Context: an optimization exercise on an open-source flow, tuned for small area. The choices shown serve that exercise and are no tape-out recipe.
Only simulation tests tie the RTL to the original design; equivalence was not proved.

## design/flow/design.v

```verilog
module mux    #(
		parameter IN1 = 14'h800
	      )
	      (
		  input sel,  
                  output [13:0] out   
               );
assign out = (sel) ? IN1 : sel;
endmodule
module find_pow2_6
	      (
		  input [5:0] input1,  
                  output [2:0] out   
               );
wire [5:0] pow2_sub1;
wire [5:0] input1_sub1;
assign input1_sub1 = (input1) ? input1 - 1 : 0;
assign pow2_sub1 = (input1_sub1 >> 1) | (input1_sub1 >> 2) | (input1_sub1 >> 3) | (input1_sub1 >> 4) | (input1_sub1 >> 5);
assign out = pow2_sub1[0] + pow2_sub1[1] + pow2_sub1[2] + pow2_sub1[3] + pow2_sub1[4] + pow2_sub1[5];
endmodule
module find_pow2_8
	      (
		  input [7:0] input1,  
                  output [2:0] out   
               );
wire [7:0] pow2_sub1;
wire [7:0] input1_sub1;
assign input1_sub1 = (input1) ? input1 - 1 : 0;
assign pow2_sub1 = (input1_sub1 >> 1) | (input1_sub1 >> 2) | (input1_sub1 >> 3) | (input1_sub1 >> 4) | (input1_sub1 >> 5) | (input1_sub1 >> 6) | (input1_sub1 >> 7);
assign out = pow2_sub1[0] + pow2_sub1[1] + pow2_sub1[2] + pow2_sub1[3] + pow2_sub1[4] + pow2_sub1[5] + pow2_sub1[6] + pow2_sub1[7];
endmodule
module decay_mult #(parameter constant = 0)
	      (		
                  input [13:0] input1,
                  output [13:0] out   
               );
wire comp;
wire [2:0] shift_gt;
wire [2:0] shift_lt;
wire [13:0] sub_val;
assign comp = (input1[13:8] > 6'h0);
find_pow2_6 find_gt (
		     .input1 (input1[13:8]),
		     .out (shift_gt)
		     );
find_pow2_8 find_lt (
                     .input1 (input1[7:0]),
                     .out (shift_lt)
                     );
assign sub_val = (comp) ? constant << shift_gt : (constant << shift_lt) >> 8;
assign out = input1 - sub_val;
endmodule
module spike_sum (
                 input reset,
                 input clk,
                 input [111:0] i_weighted_spikes_e,
                 input [111:0] i_weighted_spikes_i,
                 input [13:0] i_cond_decay,
                 output reg [13:0] o_sum_voltage,
                 output reg [13:0] o_sum_voltage_ff
                 );
wire [13:0] sum_e_decay;
wire [13:0] sum_i;
genvar i;
assign sum_e_decay = i_weighted_spikes_e[111:98] +  i_weighted_spikes_e[97:84] + i_weighted_spikes_e[83:70] +  i_weighted_spikes_e[69:56] +  i_weighted_spikes_e[55:42] +  i_weighted_spikes_e[41:28] +  i_weighted_spikes_e[27:14] +  i_weighted_spikes_e[13:0] + i_cond_decay;
assign sum_i = i_weighted_spikes_i[111:98] +  i_weighted_spikes_i[97:84] + i_weighted_spikes_i[83:70] +  i_weighted_spikes_i[69:56] +  i_weighted_spikes_i[55:42] +  i_weighted_spikes_i[41:28] +  i_weighted_spikes_i[27:14] +  i_weighted_spikes_i[13:0];
assign o_sum_voltage = sum_e_decay - sum_i;
always @(posedge clk or negedge reset) begin
    if (!reset) begin
        o_sum_voltage_ff <= 0;
    end
    else begin
	if (sum_e_decay > sum_i) begin
            o_sum_voltage_ff <= o_sum_voltage;
	end
	else begin
	    o_sum_voltage_ff <= 0;
	end
    end
end
endmodule
module spike_sum3 (
                 input reset,
                 input clk,
                 input [13:0] i_sum,
                 input [13:0] i_cond_decay,
                 output reg [13:0] o_final_voltage,
                 output reg o_spike
                 );
wire [13:0] sum;
genvar i;
reg spike_f;
reg spike_ff;
wire comp;
parameter threshold = 14'h1300;
assign sum = i_sum + i_cond_decay;  
always_ff @(posedge clk or negedge reset) begin
    if (!reset) begin
        o_final_voltage <= 0;
    end
    else begin
       if (o_spike == 1) begin
          o_final_voltage <= 0;
       end
       else begin
          o_final_voltage <= sum;
       end
    end
end
assign comp = (o_final_voltage >= threshold);
always_ff @(posedge clk or negedge reset) begin
    if (!reset) begin
        spike_f <= 1'b0;
    end
    else begin
        if (comp) begin
           spike_f <= 1'b1;
        end
        else
           spike_f <= 1'b0;
        end
    end
always_ff @(posedge clk or negedge reset) begin
    if (!reset) begin
        spike_ff <= 1'b0;
    end
    else begin
        spike_ff <= spike_f;
    end
end
assign o_spike = spike_f && ~spike_ff;
endmodule
module neuron (
              input reset,
              input clk,
              input [7:0] i_excitatory,
              input [7:0] i_inhibitory,
              output reg o_spike 
              );
localparam weight_e = 14'h800;  
localparam weight_i = 14'hF33;  
localparam dm = 14'h25;  
localparam ds = 14'h94;  
genvar i;
wire [111:0] excit_weighted;
wire [111:0] inhibit_weighted;
wire [13:0] excit_weight;
wire [13:0] final_decay;
wire [13:0] final_vt;
wire [13:0] vt;
wire [13:0] sum_vt;
spike_sum element1 (
                   .reset (reset),
		   .clk (clk),
                   .i_weighted_spikes_e (excit_weighted),
                   .i_weighted_spikes_i (inhibit_weighted),
                   .i_cond_decay (excit_weight),
                   .o_sum_voltage(sum_vt),
                   .o_sum_voltage_ff(vt)
                   );
generate 
   for (i = 0; i < 8; i = i+1) begin
       mux #(.IN1(weight_e)) mux_e (
                 .sel (i_excitatory[i]),
                 .out (excit_weighted[14*i +: 14])
                  );
       mux #(.IN1(weight_i)) mux_i (
                 .sel (i_inhibitory[i]),
                 .out (inhibit_weighted[14*i +: 14])
                  );
   end
endgenerate         
decay_mult #(ds) shift1 (
          .input1 (vt),
          .out (excit_weight)
          );
decay_mult #(dm) shift2 (
          .input1 (final_vt),
          .out (final_decay)
          );
spike_sum3 element3 (
                    .reset (reset),
                    .clk (clk),
                    .i_sum (sum_vt),
                    .i_cond_decay (final_decay),
                    .o_final_voltage (final_vt),
                    .o_spike (o_spike)
                    );
endmodule
```

## design/flow/constraint.sdc

```tcl
create_clock -name core_clock -period 12.0 [get_ports {clk}]
set_input_delay 2.4000 -clock core_clock [delete_from_list [all_inputs] [get_ports {clk}]]
set_output_delay 2.4000 -clock core_clock [all_outputs]
set_load 0.01 [all_outputs]
```

## design/flow/run.sh

```bash
#!/bin/bash
# synth_recipe.tcl (not shown) runs the flow's synth.tcl, then flattens the netlist and writes it again
# the make line also repeats each setting of config.mk as NAME=value (left out here)
make -C /OpenROAD-flow-scripts/flow DESIGN_CONFIG=/design/flow/config.mk WORK_HOME=/design/flow/orfs CLKGATE_MAP_FILE= SYNTH_SCRIPT=/design/flow/synth_recipe.tcl finish
```

## design/flow/config.mk

```make
export PLATFORM = sky130hd
export DESIGN_NAME = neuron
export DESIGN_NICKNAME = neuron
export VERILOG_FILES = /design/flow/design.v
export SDC_FILE = /design/flow/constraint.sdc
export NUM_CORES = 4
export LEC_CHECK = 0
export CAP_MARGIN = 20
export CORE_MARGIN = 2
export CORE_UTILIZATION = 40
export SLEW_MARGIN = 20
```

==> impl_metrics.csv, run 1 <==
group,metric,value,unit
run_status,status,"finished clean",
worst_setup_path,crit_path_top_delay_cell,"fa_1",
yosys,synth-edff-count,0,
clocking,cts_made_buffers,5,
global_routing,track_usage,18.1,%
worst_setup_path,crit_path_frequent_cell,"ha_1",
clocking,cts_max_level,2,
worst_setup_path,cp.arrival,9960,ps
clocking,cts_sinks,30,
clocking,path_clk_slew,60,ps
place,place.gp.congestion,0.870,
yosys,syn_inst,736,
floorplan,rows,45,
floorplan,core_area,0.0153,mm^2
worst_setup_path,crit_start,"element1.o_sum_voltage_ff[0]$_DFF_PN0_",
floorplan,die_width,129,um
floorplan,die_h,129,um
yosys,synthMuxAreaShare,1.64,%
floorplan,dieArea,0.0167,mm^2
clocking,cts-resized-gates,0,
place,dp_slack,2330,ps
yosys,ys_seq_area_share,12.0,%
worst_setup_path,critPathLaunchType,"flop",
clocking,hold_buffers,0,
worst_setup_path,crit_fanout,6,
timing,fin_crit,9760,ps
timing,fin_ws,2240,ps
layout,nNetsFinal,932,
timing,rsz0062_at_grt,"no",
layout,n_fill_cell,1517,
drt,detail-route-antenna-nets,0,
timing,hold_viol,0,
timing,fmax,102,MHz
floorplan,boundaryPins,19,
yosys,netlist-cell-type-count,71,
worst_setup_path,r2r_end,"element3.o_final_voltage[13]$_DFF_PN0_",
clocking,cts_root_buffer,"clkbuf_16",
global_routing,grt_pass1_vias,5329,
worst_setup_path,cp_num_cells,44,
drt,post_drt_wl_per_cell,14.6,um
timing,holdWs,384,ps
timing,fin_crit_sh,81.3,%
drt,routed_wl,14.1,mm
layout,n_antenna_cell,0,
worst_setup_path,endpoint,"element3.o_final_voltage[13]$_DFF_PN0_",
worst_setup_path,r2r-start,"element1.o_sum_voltage_ff[0]$_DFF_PN0_",
yosys,yosys_warnings,4,
place,dpl-instance-area,0.00666,mm^2
global_routing,antenna_found_initial,0,
worst_setup_path,crit_family,"adder cells",
layout,layout_common_cells,"ha_1, inv_1, nor2_1, fa_1, nand2_1",
yosys,syn_avg_cell_area,8.50,um^2
global_routing,gr-total-overflow,0,
drt,drcViolationCount,0,
place,io_buffers,18,
worst_setup_path,required,12210,ps
worst_setup_path,r2r_slack,2240,ps
timing,setup_viol,0,
yosys,synth_area,0.00625,mm^2
timing,slew_headroom,58.3,%
clocking,postCtsSetupRepairBufs,0,
yosys,ys.flop_type,"dfrtp_1",
worst_setup_path,crit_buf_inv,6,
timing,tightest_slew,620,ps
worst_setup_path,worstRegToRegCells,44,
drt,initialDrtViolationCount,250,
job,cap_viol_max_count,0,
layout,postLayoutCellArea,0.00682,mm^2
global_routing,grt_start_max_net_pins,31,
yosys,syn-num-nets,918,
worst_setup_path,cpPeakStageDelay,560,ps
worst_setup_path,end_kind,"flop",
yosys,ys_seq_elements,30,
timing,finalMaxSlewViolations,0,
drt,firstDrtPassIters,5,
layout,drive_gt1_share,4.26,%
clocking,clockBufferDepth,2,
clocking,cts_tree,"done",
layout,syn_to_final_growth,9.12,%
timing,final.setup.tns,0,ps
worst_setup_path,critical_path_class,"reg -> reg",
min_path,hold_path.class,"reg -> reg",
clocking,clk-insertion-delay-late,280,ps
yosys,synthSimpleGateAreaFrac,15.7,%
yosys,synthAdderAreaFrac,37.9,%
timing,fin_worst_skew,4.25,ps
drt,vias,5120,
global_routing,grt_pass1_wl,24.7,mm
yosys,synth_xor_area_share,8.36,%
layout,final_common_cell,"ha_1",
floorplan,initial_utilization,41.0,%
place,dp_hpwl,12.0,mm
yosys,synth_compound_area_share,17.1,%
drt,via_per_inst,5.32,
yosys,async_reset_ff_share,100,%
yosys,synth_top_family_by_area,"adder cells",
==> final cells by class <==
type / count / area, um^2 / area share, %
clock inverters: 2 / 37.5 / 0.550
repair buffers: 19 / 188 / 2.75
multi-input cells: 586 / 5050 / 74.0
clock buffers: 6 / 129 / 1.89
well taps: 211 / 264 / 3.87
inverters: 108 / 405 / 5.94
flip-flops and latches: 30 / 751 / 11.0
==> kinds of logic after synthesis <==
group | count (synthesis)
adders and majority gates | 165
muxes | 10
DFF | 30
AOI/OAI and AO/OA | 155
buffers and inverters | 120
xor gates and xnor gates | 58
and+or+nand+nor | 198
==> worst min-delay path by stage <==
stage / startpoint / endpoint / slack [ps] / cells past startpoint
2_1_floorplan: element3.spike_f$_DFF_PN0_ / element3.spike_ff$_DFF_PN0_ / 350 / 0
3_3_place_gp: element3.spike_f$_DFF_PN0_ / element3.spike_ff$_DFF_PN0_ / 370 / 0
3_5_place_dp: element3.spike_f$_DFF_PN0_ / element3.spike_ff$_DFF_PN0_ / 370 / 0
4_1_cts: element3.spike_f$_DFF_PN0_ / element3.spike_ff$_DFF_PN0_ / 390 / 0
5_1_grt: element3.spike_f$_DFF_PN0_ / element3.spike_ff$_DFF_PN0_ / 410 / 0
6_report: element3.spike_f$_DFF_PN0_ / element3.spike_ff$_DFF_PN0_ / 380 / 0
==> synthesized netlist by cell type (all sizes together) (2+ instances only) <==
cell type / n / area share (%)
nor3: 15 / 1.5
xnor2: 39 / 5.7
o21bai: 6 / 0.72
nand2: 41 / 2.5
nor3b: 5 / 0.78
a21boi: 4 / 0.54
and2: 4 / 0.40
o21a: 6 / 0.72
and3: 10 / 1.0
a211o: 3 / 0.42
a41oi: 2 / 0.28
nor2: 65 / 4.1
or3: 3 / 0.30
a22oi: 2 / 0.24
or2: 3 / 0.30
a31o: 4 / 0.56
inv: 108 / 6.5
buf: 3 / 0.22
nor4: 5 / 0.50
clkbuf: 9 / 0.54
nand4: 3 / 0.30
a211oi: 9 / 1.1
nor2b: 8 / 0.80
o21ai: 29 / 2.3
xor2: 19 / 2.7
a21oi: 34 / 2.8
fa: 41 / 13
a21o: 19 / 2.3
ha: 123 / 25
o211ai: 8 / 0.96
o31ai: 5 / 0.60
a31oi: 8 / 0.80
dfrtp: 30 / 12
mux2: 2 / 0.36
nand3: 21 / 1.7
nand2b: 10 / 1.0
mux2i: 8 / 1.3
==> stage by stage <==
| stage | utilization (%) | cells |
|---|---|---|
| after global routing | 44.7 | 962 |
| after CTS | 44.7 | 962 |
| after global placement | 43.6 | 954 |
| after floorplan | - | 736 |
| final | 44.7 | 962 |
| after detailed placement | 43.6 | 954 |
==> per-layer routing <==
metal	GRT usage [%]	share of wire, %	up-vias
met5	0	0	-
met4	4.86	2.0	0
met1	23.3	46	2434
met2	32.3	49	103
met3	2.19	3.2	27
li1	-	-	2556
==> registers in the layout, indices dropped and copies added (netlist names) <==
name,cells
element3.o_final_voltage,14
element3.spike_ff,1
element1.o_sum_voltage_ff,14
element3.spike_f,1
==> worst reg2reg max path: cells and delay by family, from the launching register on <==
kind	cells	cell delay, ps
buffers and inverters	6	390
DFF	1	410
and+or+nand+nor	8	1040
AOI/OAI and AO/OA	11	1920
muxes	1	230
xor gates and xnor gates	3	680
adders and majority gates	15	5010
==> run 2, diff against run 1 <==
==> design/flow/design.v (replaced) <==
module decay_mult #(parameter [13:0] C = 14'h0)
   (
    input  [13:0] x,
    output reg [13:0] s
    );
wire [5:0] h = x[13:8];
wire [7:0] l = x[7:0];
wire       hnz = |h;
wire [5:1] ht;
assign ht[1] = (|h[5:2]) | (h[1] & h[0]);
assign ht[2] = (|h[5:3]) | (h[2] & (|h[1:0]));
assign ht[3] = (|h[5:4]) | (h[3] & (|h[2:0]));
assign ht[4] = h[5] | (h[4] & (|h[3:0]));
assign ht[5] = h[5] & (|h[4:0]);
wire [7:1] lt;
assign lt[1] = (|l[7:2]) | (l[1] & l[0]);
assign lt[2] = (|l[7:3]) | (l[2] & (|l[1:0]));
assign lt[3] = (|l[7:4]) | (l[3] & (|l[2:0]));
assign lt[4] = (|l[7:5]) | (l[4] & (|l[3:0]));
assign lt[5] = (|l[7:6]) | (l[5] & (|l[4:0]));
assign lt[6] = l[7] | (l[6] & (|l[5:0]));
assign lt[7] = l[7] & (|l[6:0]);
wire [5:0] oh;    
wire [7:1] ol;    
assign oh[0] = hnz & ~ht[1];
assign oh[1] = ht[1] & ~ht[2];
assign oh[2] = ht[2] & ~ht[3];
assign oh[3] = ht[3] & ~ht[4];
assign oh[4] = ht[4] & ~ht[5];
assign oh[5] = ht[5];
assign ol[1] = ~hnz & lt[1] & ~lt[2];
assign ol[2] = ~hnz & lt[2] & ~lt[3];
assign ol[3] = ~hnz & lt[3] & ~lt[4];
assign ol[4] = ~hnz & lt[4] & ~lt[5];
assign ol[5] = ~hnz & lt[5] & ~lt[6];
assign ol[6] = ~hnz & lt[6] & ~lt[7];
assign ol[7] = ~hnz & lt[7];
integer k;
reg [13:0] t;
always @* begin
   s = 14'd0;
   for (k = 0; k < 6; k = k + 1)
      if (oh[k]) s = s | (C << k);
   for (k = 1; k < 8; k = k + 1) begin
      t = C << k;
      if (ol[k]) s = s | (t >> 8);
   end
end
endmodule
module neuron (
              input reset,
              input clk,
              input [7:0] i_excitatory,
              input [7:0] i_inhibitory,
              output reg o_spike
              );
reg [13:0] vt;
reg [13:0] v;
reg f;
wire [13:0] st;
wire [13:0] sdv;
decay_mult #(.C(14'h94)) dec_t (.x(vt), .s(st));
decay_mult #(.C(14'h25)) dec_v (.x(v), .s(sdv));
wire [3:0] ne = i_excitatory[0] + i_excitatory[1] + i_excitatory[2] + i_excitatory[3]
              + i_excitatory[4] + i_excitatory[5] + i_excitatory[6] + i_excitatory[7];
wire [3:0] ni = i_inhibitory[0] + i_inhibitory[1] + i_inhibitory[2] + i_inhibitory[3]
              + i_inhibitory[4] + i_inhibitory[5] + i_inhibitory[6] + i_inhibitory[7];
reg [13:0] si;
always @* begin
   if (ni[3]) si = 14'h3998;
   else case (ni[2:0])
      3'd0: si = 14'h0000;
      3'd1: si = 14'h0F33;
      3'd2: si = 14'h1E66;
      3'd3: si = 14'h2D99;
      3'd4: si = 14'h3CCC;
      3'd5: si = 14'h0BFF;
      3'd6: si = 14'h1B32;
      default: si = 14'h2A65;
   endcase
end
function [14:0] radd(input [13:0] a, input [13:0] b, input cin);
   integer k;
   reg c;
   begin
      c = cin;
      for (k = 0; k < 14; k = k + 1)
         {c, radd[k]} = a[k] + b[k] + c;
      radd[14] = c;
   end
endfunction
wire [14:0] t1  = radd(vt, ~st, 1'b1);
wire [14:0] t2  = radd(t1[13:0], {ne[2:0], 11'b0}, 1'b0);
wire [13:0] sed = t2[13:0];
wire [14:0] d   = radd(sed, ~si, 1'b1);
wire [14:0] t3  = radd(v, ~sdv, 1'b1);
wire [14:0] t4  = radd(t3[13:0], d[13:0], 1'b0);
wire [13:0] sv  = d[13:0];
wire        ge  = d[14];
wire        thr = (v >= 14'h1300);
always @(posedge clk or negedge reset) begin
   if (!reset) begin
      vt <= 0;
      v <= 0;
      f <= 0;
      o_spike <= 0;
   end else begin
      vt <= ge ? sv : 14'd0;
      v <= o_spike ? 14'd0 : t4[13:0];
      f <= thr;
      o_spike <= thr & ~f;
   end
end
endmodule
==> impl_metrics.csv, run 2 <==
group,metric,value,unit
run_status,status,"finished clean",
floorplan,rows,35,
drt,post_drt_wl_per_cell,14.2,um
clocking,cts_made_buffers,5,
place,dpl-instance-area,0.00394,mm^2
global_routing,grt_pass1_wl,13.2,mm
global_routing,grtUsageMet2,27.8,%
min_path,hold_path.class,"reg -> reg",
drt,routed_wl,7.43,mm
yosys,synth_top_area_share,30.3,%
clocking,cts_sinks,30,
clocking,postCtsSetupRepairBufs,0,
worst_setup_path,end_kind,"flop",
drt,detail-route-antenna-nets,0,
worst_setup_path,crit_fanout,7,
timing,rsz0062_at_grt,"no",
timing,fin_crit,11480,ps
place,dp_slack,169,ps
drt,firstDrtPassIters,5,
clocking,cts_max_level,2,
clocking,clk-insertion-delay-late,270,ps
yosys,ys_seq_elements,30,
timing,fin_ws,522,ps
place,place.gp.congestion,0.823,
global_routing,track_usage,16.6,%
drt,initialDrtViolationCount,205,
clocking,cts_root_buffer,"clkbuf_8",
yosys,ys.flop_type,"dfrtp_1",
timing,fmax,87.1,MHz
layout,n_antenna_cell,0,
yosys,netlist-cell-type-count,56,
worst_setup_path,cpPeakStageDelay,540,ps
global_routing,use_met3,2.23,%
clocking,cts-resized-gates,0,
drt,vias,2762,
global_routing,grt_pass1_vias,2810,
yosys,yosysTopAreaCell,"fa_1",
floorplan,initial_utilization,40.6,%
layout,postLayoutCellArea,0.00405,mm^2
yosys,synth_area,0.00370,mm^2
drt,via_per_inst,5.27,
floorplan,dieArea,0.0100,mm^2
yosys,synth_area_leaders,"fa_1, dfrtp_1, inv_1",
timing,tightest_slew,848,ps
worst_setup_path,required,12140,ps
worst_setup_path,r2r_slack,3460,ps
layout,syn_to_final_growth,9.37,%
timing,holdWs,394,ps
clocking,path_clk_slew,70,ps
timing,slew_headroom,42.0,%
drt,drcViolationCount,0,
clocking,cts_tree,"done",
timing,final.setup.tns,0,ps
worst_setup_path,cp.arrival,11620,ps
layout,final_common_cell,"inv_1",
global_routing,grt_start_max_net_pins,31,
job,cap_viol_max_count,0,
timing,setup_viol,0,
place,io_buffers,18,
worst_setup_path,critPathLaunchType,"input pin",
place,dp_hpwl,5.99,mm
floorplan,die_h,100,um
timing,fin_crit_sh,95.6,%
layout,layout_common_cells,"inv_1, fa_1, nor2_1, dfrtp_1, o21ai_0",
global_routing,grt-busiest-layer,"met2",
clocking,hold_buffers,0,
floorplan,core_area,0.00911,mm^2
yosys,syn_inst,403,
layout,finalNonFillerCells,524,
floorplan,boundaryPins,19,
worst_setup_path,critical_path_class,"in -> reg",
global_routing,gr-total-overflow,0,
layout,nNetsFinal,502,
yosys,async_reset_ff_share,100,%
place,place_inst,516,
layout,reg.largest.list,"v x14, vt x14",
global_routing,antenna_found_initial,0,
global_routing,grt_use_met1,23.3,%
yosys,synth.most_common_cell,"inv_1",
floorplan,die_width,100,um
yosys,yosys_warnings,3,
timing,hold_viol,0,
yosys,syn-num-nets,493,
clocking,clockBufferDepth,2,
yosys,synth-edff-count,0,
yosys,ys_seq_area_share,20.3,%
yosys,yosys-top-cells-count,"inv_1, fa_1, nor2_1, dfrtp_1, o21ai_0",
timing,fin_worst_skew,10.2,ps
layout,final_util,44.4,%
layout,drive_gt1_share,4.36,%
worst_setup_path,crit_path_frequent_cell,"fa_1",
timing,finalMaxSlewViolations,0,
yosys,syn_avg_cell_area,9.18,um^2
worst_setup_path,crit_path_top_delay_cell,"fa_1",
## run 2: path summary, 6_finish.rpt
path / startpoint / endpoint / cells past startpoint
worst max register to register: vt[3]$_DFF_PN0_ / v[13]$_DFF_PN0_ / 21
worst min register to register: f$_DFF_PN0_ / o_spike$_DFF_PN0_ / 1
worst max-delay path: i_inhibitory[0] / v[13]$_DFF_PN0_ / 29
max in group asynchronous: reset / vt[6]$_DFF_PN0_ / 2
min in group asynchronous: reset / f$_DFF_PN0_ / 2
worst min-delay path: f$_DFF_PN0_ / o_spike$_DFF_PN0_ / 1
## run 2: final cells by class
class                      count  area [um^2]
clock buffer                   8          110
fill                         910         5060
inverter                      68          255
multi-input combinational    286         2590
sequential                    30          751
tap                          111          139
timing repair buffer          21          203
## run 2: logic make-up after synthesis
kind of cell / count (synthesis) / share of synthesized area [%]
buf+inv: 87 / 9.74
compound gates: 68 / 12.1
simple gates: 129 / 17.9
xor+xnor: 11 / 2.60
flops: 30 / 20.3
fa+ha+maj: 72 / 35.7
mux: 6 / 1.62
## run 2: critical path, delay by kind of cell
kind / cells / cell delay [ps]
fa+ha+maj: 18 / 7570
buf+inv: 5 / 770
simple gates: 3 / 330
xor+xnor: 2 / 310
compound gates: 1 / 220
## run 2: layer usage
layer  share of wire (%)  wire (um)  up-vias
li1                    -          -     1341
met1                  45       3370     1354
met2                  51       3760       59
met3                 2.8        207        8
met4                 1.2         87        0
met5                   0          0        -

port drivers added, routing unchanged:
How much do the figures lean on ideal ports? The routed layouts below were timed once more, with nothing changed but the port constraints.
Step 1, drivers: a clkbuf_16 drives clk and a buf_2 each remaining input, both assumed.
Step 2 times the ports against the registers' clock, not the clock port: input delays grow and output delays shrink by t, the midpoint of the rising clock arrivals with the driver on.
a / b / c = ideal ports / drivers / drivers and shift; a / b = the first two.
| run | t (ns) | setup WS [ns] | worst setup path at the end | latest minus earliest clock arrival (ns) |
|---|---|---|---|---|
| run 1 | 0.318 | 2.242 / 2.242 / 2.242 | register to register | 0.005 / 0.004 |
| run 2 | 0.297 | 0.522 / 0.529 / 0.232 | input to register | 0.010 / 0.010 |
After both steps every run listed still meets setup and hold. For run 2, which loses most, drivers alone change the setup slack by +0.007 ns; drivers and shift together by -0.290 ns.
